Source: an optimization exercise on an open RTL-to-GDS flow (aim: small area and a short achievable clock period). Production flows keep margins and buffers that such runs may drop. Where RTL was checked, it was by simulation tests only, not by an equivalence proof against the original.

==> job 1337: inputs <==
Design fp16_mac, start of the top module:
module fp16_mac (
    input clk,
    input rst,
    input clear,
    input en,
    input [15:0] a,
    input [15:0] b,
    output [15:0] acc
);
==> module floatMult, before the edit <==
module floatMult
(
	input wire [15:0] a,
	input wire [15:0] b,
	output wire [15:0] product_h,    
	output wire [15:0] product_l,    
	output wire f21
);
wire [21:0] f;
mul11 mul (.ma(a[9:0]), .mb(b[9:0]), .f(f));
wire [5:0] es = {1'b0, a[14:10]} + {1'b0, b[14:10]};    
wire [5:0] eh = es - 6'd14;                               
wire [5:0] el = es - 6'd15;                               
wire vh = (es >= 6'd14) && (es <= 6'd45);
wire vl = (es >= 6'd15) && (es <= 6'd46);
wire nz = (a != 16'd0) && (b != 16'd0);
wire sign = a[15] ^ b[15];
assign f21 = f[21];
assign product_h = (nz && vh) ? {sign, eh[4:0], f[20:11]} : 16'd0;
assign product_l = (nz && vl) ? {sign, el[4:0], f[19:10]} : 16'd0;
endmodule
==> module floatAdd, before the edit <==
module floatAdd (
	input wire [15:0] floatA,
	input wire [15:0] floatB,
	input wire dn,
	input wire [4:0] dm,
	output wire [15:0] sum
);
wire az = (floatA == 16'd0);
wire bz = (floatB == 16'd0);
wire sub = floatA[15] ^ floatB[15];
wire [15:0] x = dn ? floatB : floatA;
wire [15:0] y = dn ? floatA : floatB;
wire d0 = (dm == 5'd0);
wire swap = d0 && (y[9:0] > x[9:0]);
wire cancel = sub && d0 && (x[9:0] == y[9:0]);
wire sign = swap ? y[15] : x[15];
wire [4:0] ex = x[14:10];
wire [10:0] fx = {1'b1, x[9:0]};
wire [10:0] fyi = {1'b1, y[9:0]} ^ {11{sub}};
wire [10:0] fxi = fx ^ {11{sub}};
wire [10:0] s1 = dm[0] ? {sub, fyi[10:1]} : fyi;
wire [10:0] s2 = dm[1] ? {{2{sub}}, s1[10:2]} : s1;
wire [10:0] s3 = dm[2] ? {{4{sub}}, s2[10:4]} : s2;
wire big = dm[4] || (dm[3] && (dm[2:0] >= 3'd3));
wire [10:0] s4 = big ? {11{sub}} : dm[3] ? {{8{sub}}, s3[10:8]} : s3;
wire [10:0] opa = swap ? {1'b1, y[9:0]} : fx;
wire [10:0] opb = swap ? fxi : s4;
wire [11:0] t = {1'b0, opa} + {1'b0, opb} + {11'd0, sub};
wire [9:0] ma = t[11] ? t[10:1] : t[9:0];
wire [4:0] ea = ex + 5'd1;
wire [10:0] u = t[10:0];
reg [3:0] lz;
always @(*) begin
	casez (u)
		11'b1??????????: lz = 4'd0;
		11'b01?????????: lz = 4'd1;
		11'b001????????: lz = 4'd2;
		11'b0001???????: lz = 4'd3;
		11'b00001??????: lz = 4'd4;
		11'b000001?????: lz = 4'd5;
		11'b0000001????: lz = 4'd6;
		11'b00000001???: lz = 4'd7;
		11'b000000001??: lz = 4'd8;
		11'b0000000001?: lz = 4'd9;
		default:         lz = 4'd10;
	endcase
end
wire [10:0] un = u << lz;
wire [5:0] eb = {1'b0, ex} - {2'b0, lz};
wire [4:0] e = sub ? eb[4:0] : (t[11] ? ea : ex);
wire [9:0] m = sub ? un[9:0] : ma;
wire zero = cancel || (sub ? eb[5] : (t[11] && ex == 5'd31));
assign sum = az ? floatB :
             bz ? floatA :
             zero ? 16'd0 :
             {sign, e, m};
endmodule
==> module fp16_mac, before the edit <==
module fp16_mac (
    input clk,
    input rst,
    input clear,
    input en,
    input [15:0] a,
    input [15:0] b,
    output [15:0] acc
);
wire [15:0] prod_h, prod_l;    
wire        f21;
reg  [15:0] s;
reg  [15:0] p;
reg         dn;                
reg  [4:0]  dm;                
floatMult mul (
    .a(a),
    .b(b),
    .product_h(prod_h),
    .product_l(prod_l),
    .f21(f21)
);
floatAdd add (
    .floatA(s),
    .floatB(p),
    .dn(dn),
    .dm(dm),
    .sum(acc)
);
wire [5:0] xh = {1'b0, acc[14:10]} - {1'b0, prod_h[14:10]};
wire [5:0] yh = {1'b0, prod_h[14:10]} - {1'b0, acc[14:10]};
wire [5:0] xl = {1'b0, acc[14:10]} - {1'b0, prod_l[14:10]};
wire [5:0] yl = {1'b0, prod_l[14:10]} - {1'b0, acc[14:10]};
wire load = en && !rst && !clear;
always @(posedge clk) begin
    if (rst || clear)
        s <= 16'd0;
    else
        s <= acc;
    if (!load)
        p <= 16'd0;
    else
        p <= f21 ? prod_h : prod_l;
    if (f21) begin
        dn <= xh[5];
        dm <= xh[5] ? yh[4:0] : xh[4:0];
    end else begin
        dn <= xl[5];
        dm <= xl[5] ? yl[4:0] : xl[4:0];
    end
end
endmodule
export LEC_CHECK = 0
export CAP_MARGIN = 20
export CORE_MARGIN = 2
export CORE_UTILIZATION = 40
export PLACE_DENSITY = 0.6
export SLEW_MARGIN = 20
export SYNTH_HIERARCHICAL = 1
export SYNTH_MINIMUM_KEEP_SIZE = 0
create_clock -name core_clock -period 18.0 [get_ports {clk}]
standard.sh (not shown) runs the stock make flow with config.mk's settings and CLKGATE_MAP_FILE= SYNTH_SCRIPT=/design/flow/synth_recipe.tcl, a recipe that flattens the netlist after the stock synthesis.
==> flow/flow/run.sh <==
#!/bin/bash
# Standard synthesis and layout; repair_timing aims for extra setup slack.
set -euo pipefail
bash standard.sh synth > synth.log 2>&1
bash standard.sh SETUP_SLACK_MARGIN=7.5 finish > layout.log 2>&1
==> inputs of job 1016, as changes to job 1337 <==
--- a/flow/design.v
+++ b/flow/design.v
@@ -2,10 +2,10 @@
 (
 	input wire [15:0] a,
 	input wire [15:0] b,
-	output wire [15:0] product_h,    
-	output wire [15:0] product_l,    
-	output wire f21
+	output wire [15:0] product
 );
+wire [10:0] fa = {1'b1, a[9:0]};
+wire [10:0] fb = {1'b1, b[9:0]};
 wire [21:0] f;
 mul11 mul (.ma(a[9:0]), .mb(b[9:0]), .f(f));
 wire [5:0] es = {1'b0, a[14:10]} + {1'b0, b[14:10]};    
@@ -14,10 +14,10 @@
 wire vh = (es >= 6'd14) && (es <= 6'd45);
 wire vl = (es >= 6'd15) && (es <= 6'd46);
 wire nz = (a != 16'd0) && (b != 16'd0);
-wire sign = a[15] ^ b[15];
-assign f21 = f[21];
-assign product_h = (nz && vh) ? {sign, eh[4:0], f[20:11]} : 16'd0;
-assign product_l = (nz && vl) ? {sign, el[4:0], f[19:10]} : 16'd0;
+wire [4:0] e = f[21] ? eh[4:0] : el[4:0];
+wire [9:0] m = f[21] ? f[20:11] : f[19:10];
+wire v = f[21] ? vh : vl;
+assign product = (nz && v) ? {a[15] ^ b[15], e, m} : 16'd0;
 endmodule
 module mul11 (input wire [9:0] ma, input wire [9:0] mb, output wire [21:0] f);
 wire pp0_0 = ma[0] & mb[0];
@@ -313,55 +313,45 @@
 module floatAdd (
 	input wire [15:0] floatA,
 	input wire [15:0] floatB,
-	input wire dn,
-	input wire [4:0] dm,
 	output wire [15:0] sum
 );
 wire az = (floatA == 16'd0);
 wire bz = (floatB == 16'd0);
+wire agt = (floatA[14:0] > floatB[14:0]);
 wire sub = floatA[15] ^ floatB[15];
-wire [15:0] x = dn ? floatB : floatA;
-wire [15:0] y = dn ? floatA : floatB;
-wire d0 = (dm == 5'd0);
-wire swap = d0 && (y[9:0] > x[9:0]);
-wire cancel = sub && d0 && (x[9:0] == y[9:0]);
-wire sign = swap ? y[15] : x[15];
-wire [4:0] ex = x[14:10];
-wire [10:0] fx = {1'b1, x[9:0]};
-wire [10:0] fyi = {1'b1, y[9:0]} ^ {11{sub}};
-wire [10:0] fxi = fx ^ {11{sub}};
-wire [10:0] s1 = dm[0] ? {sub, fyi[10:1]} : fyi;
-wire [10:0] s2 = dm[1] ? {{2{sub}}, s1[10:2]} : s1;
-wire [10:0] s3 = dm[2] ? {{4{sub}}, s2[10:4]} : s2;
-wire big = dm[4] || (dm[3] && (dm[2:0] >= 3'd3));
-wire [10:0] s4 = big ? {11{sub}} : dm[3] ? {{8{sub}}, s3[10:8]} : s3;
-wire [10:0] opa = swap ? {1'b1, y[9:0]} : fx;
-wire [10:0] opb = swap ? fxi : s4;
-wire [11:0] t = {1'b0, opa} + {1'b0, opb} + {11'd0, sub};
+wire cancel = sub && (floatA[14:0] == floatB[14:0]);
+wire sign = agt ? floatA[15] : floatB[15];
+wire [5:0] dab = {1'b0, floatA[14:10]} - {1'b0, floatB[14:10]};
+wire [4:0] dba = floatB[14:10] - floatA[14:10];
+wire [4:0] d = dab[5] ? dba : dab[4:0];
+wire [4:0] el = agt ? floatA[14:10] : floatB[14:10];
+wire [10:0] fl = {1'b1, agt ? floatA[9:0] : floatB[9:0]};
+wire [10:0] fsa = {1'b1, floatA[9:0]} ^ {11{sub}};
+wire [10:0] fsb = {1'b1, floatB[9:0]} ^ {11{sub}};
+wire [10:0] fs = agt ? fsb : fsa;
+wire [10:0] fs1 = d[0] ? {sub, fs[10:1]} : fs;
+wire [10:0] fs2 = d[1] ? {{2{sub}}, fs1[10:2]} : fs1;
+wire [10:0] fs3 = d[2] ? {{4{sub}}, fs2[10:4]} : fs2;
+wire [10:0] fs4 = (d[4] || (d[3] && (d[2:0] >= 3'd3))) ? {11{sub}} :
+                  d[3] ? {{8{sub}}, fs3[10:8]} : fs3;
+wire [11:0] t = {1'b0, fl} + {1'b0, fs4} + {11'd0, sub};
+wire ovf = t[11] && !sub;
 wire [9:0] ma = t[11] ? t[10:1] : t[9:0];
-wire [4:0] ea = ex + 5'd1;
+wire [5:0] ea = {1'b0, el} + 6'd1;
 wire [10:0] u = t[10:0];
-reg [3:0] lz;
-always @(*) begin
-	casez (u)
-		11'b1??????????: lz = 4'd0;
-		11'b01?????????: lz = 4'd1;
-		11'b001????????: lz = 4'd2;
-		11'b0001???????: lz = 4'd3;
-		11'b00001??????: lz = 4'd4;
-		11'b000001?????: lz = 4'd5;
-		11'b0000001????: lz = 4'd6;
-		11'b00000001???: lz = 4'd7;
-		11'b000000001??: lz = 4'd8;
-		11'b0000000001?: lz = 4'd9;
-		default:         lz = 4'd10;
-	endcase
-end
-wire [10:0] un = u << lz;
-wire [5:0] eb = {1'b0, ex} - {2'b0, lz};
-wire [4:0] e = sub ? eb[4:0] : (t[11] ? ea : ex);
+wire [3:0] lz;
+assign lz[3] = (u[10:3] == 8'd0);
+wire [10:0] u3 = lz[3] ? {u[2:0], 8'd0} : u;
+assign lz[2] = (u3[10:7] == 4'd0);
+wire [10:0] u2 = lz[2] ? {u3[6:0], 4'd0} : u3;
+assign lz[1] = (u2[10:9] == 2'd0);
+wire [10:0] u1 = lz[1] ? {u2[8:0], 2'd0} : u2;
+assign lz[0] = !u1[10];
+wire [10:0] un = lz[0] ? {u1[9:0], 1'b0} : u1;
+wire [5:0] eb = {1'b0, el} - {2'b0, lz};
+wire [4:0] e = sub ? eb[4:0] : (t[11] ? ea[4:0] : el);
 wire [9:0] m = sub ? un[9:0] : ma;
-wire zero = cancel || (sub ? eb[5] : (t[11] && ex == 5'd31));
+wire zero = cancel || (sub ? eb[5] : (t[11] && el == 5'd31));
 assign sum = az ? floatB :
              bz ? floatA :
              zero ? 16'd0 :
@@ -376,46 +366,26 @@
     input [15:0] b,
     output [15:0] acc
 );
-wire [15:0] prod_h, prod_l;    
-wire        f21;
+wire [15:0] product;
 reg  [15:0] s;
 reg  [15:0] p;
-reg         dn;                
-reg  [4:0]  dm;                
 floatMult mul (
     .a(a),
     .b(b),
-    .product_h(prod_h),
-    .product_l(prod_l),
-    .f21(f21)
+    .product(product)
 );
 floatAdd add (
     .floatA(s),
     .floatB(p),
-    .dn(dn),
-    .dm(dm),
     .sum(acc)
 );
-wire [5:0] xh = {1'b0, acc[14:10]} - {1'b0, prod_h[14:10]};
-wire [5:0] yh = {1'b0, prod_h[14:10]} - {1'b0, acc[14:10]};
-wire [5:0] xl = {1'b0, acc[14:10]} - {1'b0, prod_l[14:10]};
-wire [5:0] yl = {1'b0, prod_l[14:10]} - {1'b0, acc[14:10]};
-wire load = en && !rst && !clear;
 always @(posedge clk) begin
-    if (rst || clear)
+    if (rst || clear) begin
         s <= 16'd0;
-    else
-        s <= acc;
-    if (!load)
         p <= 16'd0;
-    else
-        p <= f21 ? prod_h : prod_l;
-    if (f21) begin
-        dn <= xh[5];
-        dm <= xh[5] ? yh[4:0] : xh[4:0];
     end else begin
-        dn <= xl[5];
-        dm <= xl[5] ? yl[4:0] : xl[4:0];
+        s <= acc;
+        p <= en ? product : 16'd0;
     end
 end
 endmodule
==> flow/run.sh (new file) <==
#!/bin/bash
# synth_recipe.tcl (not shown) runs the flow's synth.tcl, then flattens the netlist and writes it again
# the make line also repeats each setting of config.mk as NAME=value (left out here)
make -C /OpenROAD-flow-scripts/flow DESIGN_CONFIG=/design/flow/config.mk WORK_HOME=/design/flow/orfs CLKGATE_MAP_FILE= SYNTH_SCRIPT=/design/flow/synth_recipe.tcl finish
removed: flow/flow/run.sh
removed: flow/standard.sh
==> results.py <==
metrics = {
    "drt": {
        "vias_per_cell": 6.07,
    },
    "sta": {
        "rsz0062_at_grt": "yes",
    },
    "critical_path": {
        "cp.arrival_ns": 6.86,
        "cp.depth": 30,
        "cpMaxStageDelayCell": "dfxtp_4",
        "rrSetupSlack_ns": 9.94,
        "crit_fanout": 8,
    },
    "run_status": {
        "status": "complete, no violations",
    },
    "place": {
        "dp_slack_ns": 5.73,
    },
}
The numbers above come from job 1337.

==> results.py <==
metrics = {
    "sta": {
        "rsz0062_at_grt": "no",
    },
    "critical_path": {
        "cpMaxStageDelayCell": "ha_1",
        "crit_fanout": 27,
        "critical_path.most_common_cell": "ha_1",
        "cp.depth": 29,
        "cp.arrival_ns": 9.93,
    },
    "drt": {
        "vias_per_cell": 5.98,
    },
    "run_status": {
        "status": "complete, no violations",
    },
    "place": {
        "dp_slack_ns": 4.85,
    },
}
The numbers above come from job 1016.

For job 1337, only the layout was checked, not whether the RTL still works.

-- afterwards: timing with drivers on the ports --
No port has a modelled driver above. Below, the same layouts with a new extraction and two added sets of constraints.
Step 1 assumes that a clkbuf_16 drives the clock port and a buf_2 every other input.
Step 2 times the ports against the registers' clock, not the clock port: input delays grow and output delays shrink by t, the midpoint of the rising clock arrivals with the driver on.
Slacks: ideal / step 1 / step 2; pairs: ideal / step 1.
| run | shift t [ns] | setup slack, ns | worst setup path after step 2 |
|---|---|---|---|
| job 1337 | 0.312 | 7.537 / 7.501 / 7.813 | register to output |
| job 1016 | 0.308 | 4.466 / 4.436 / 4.744 | register to output |
After both steps every run listed still meets setup and hold.
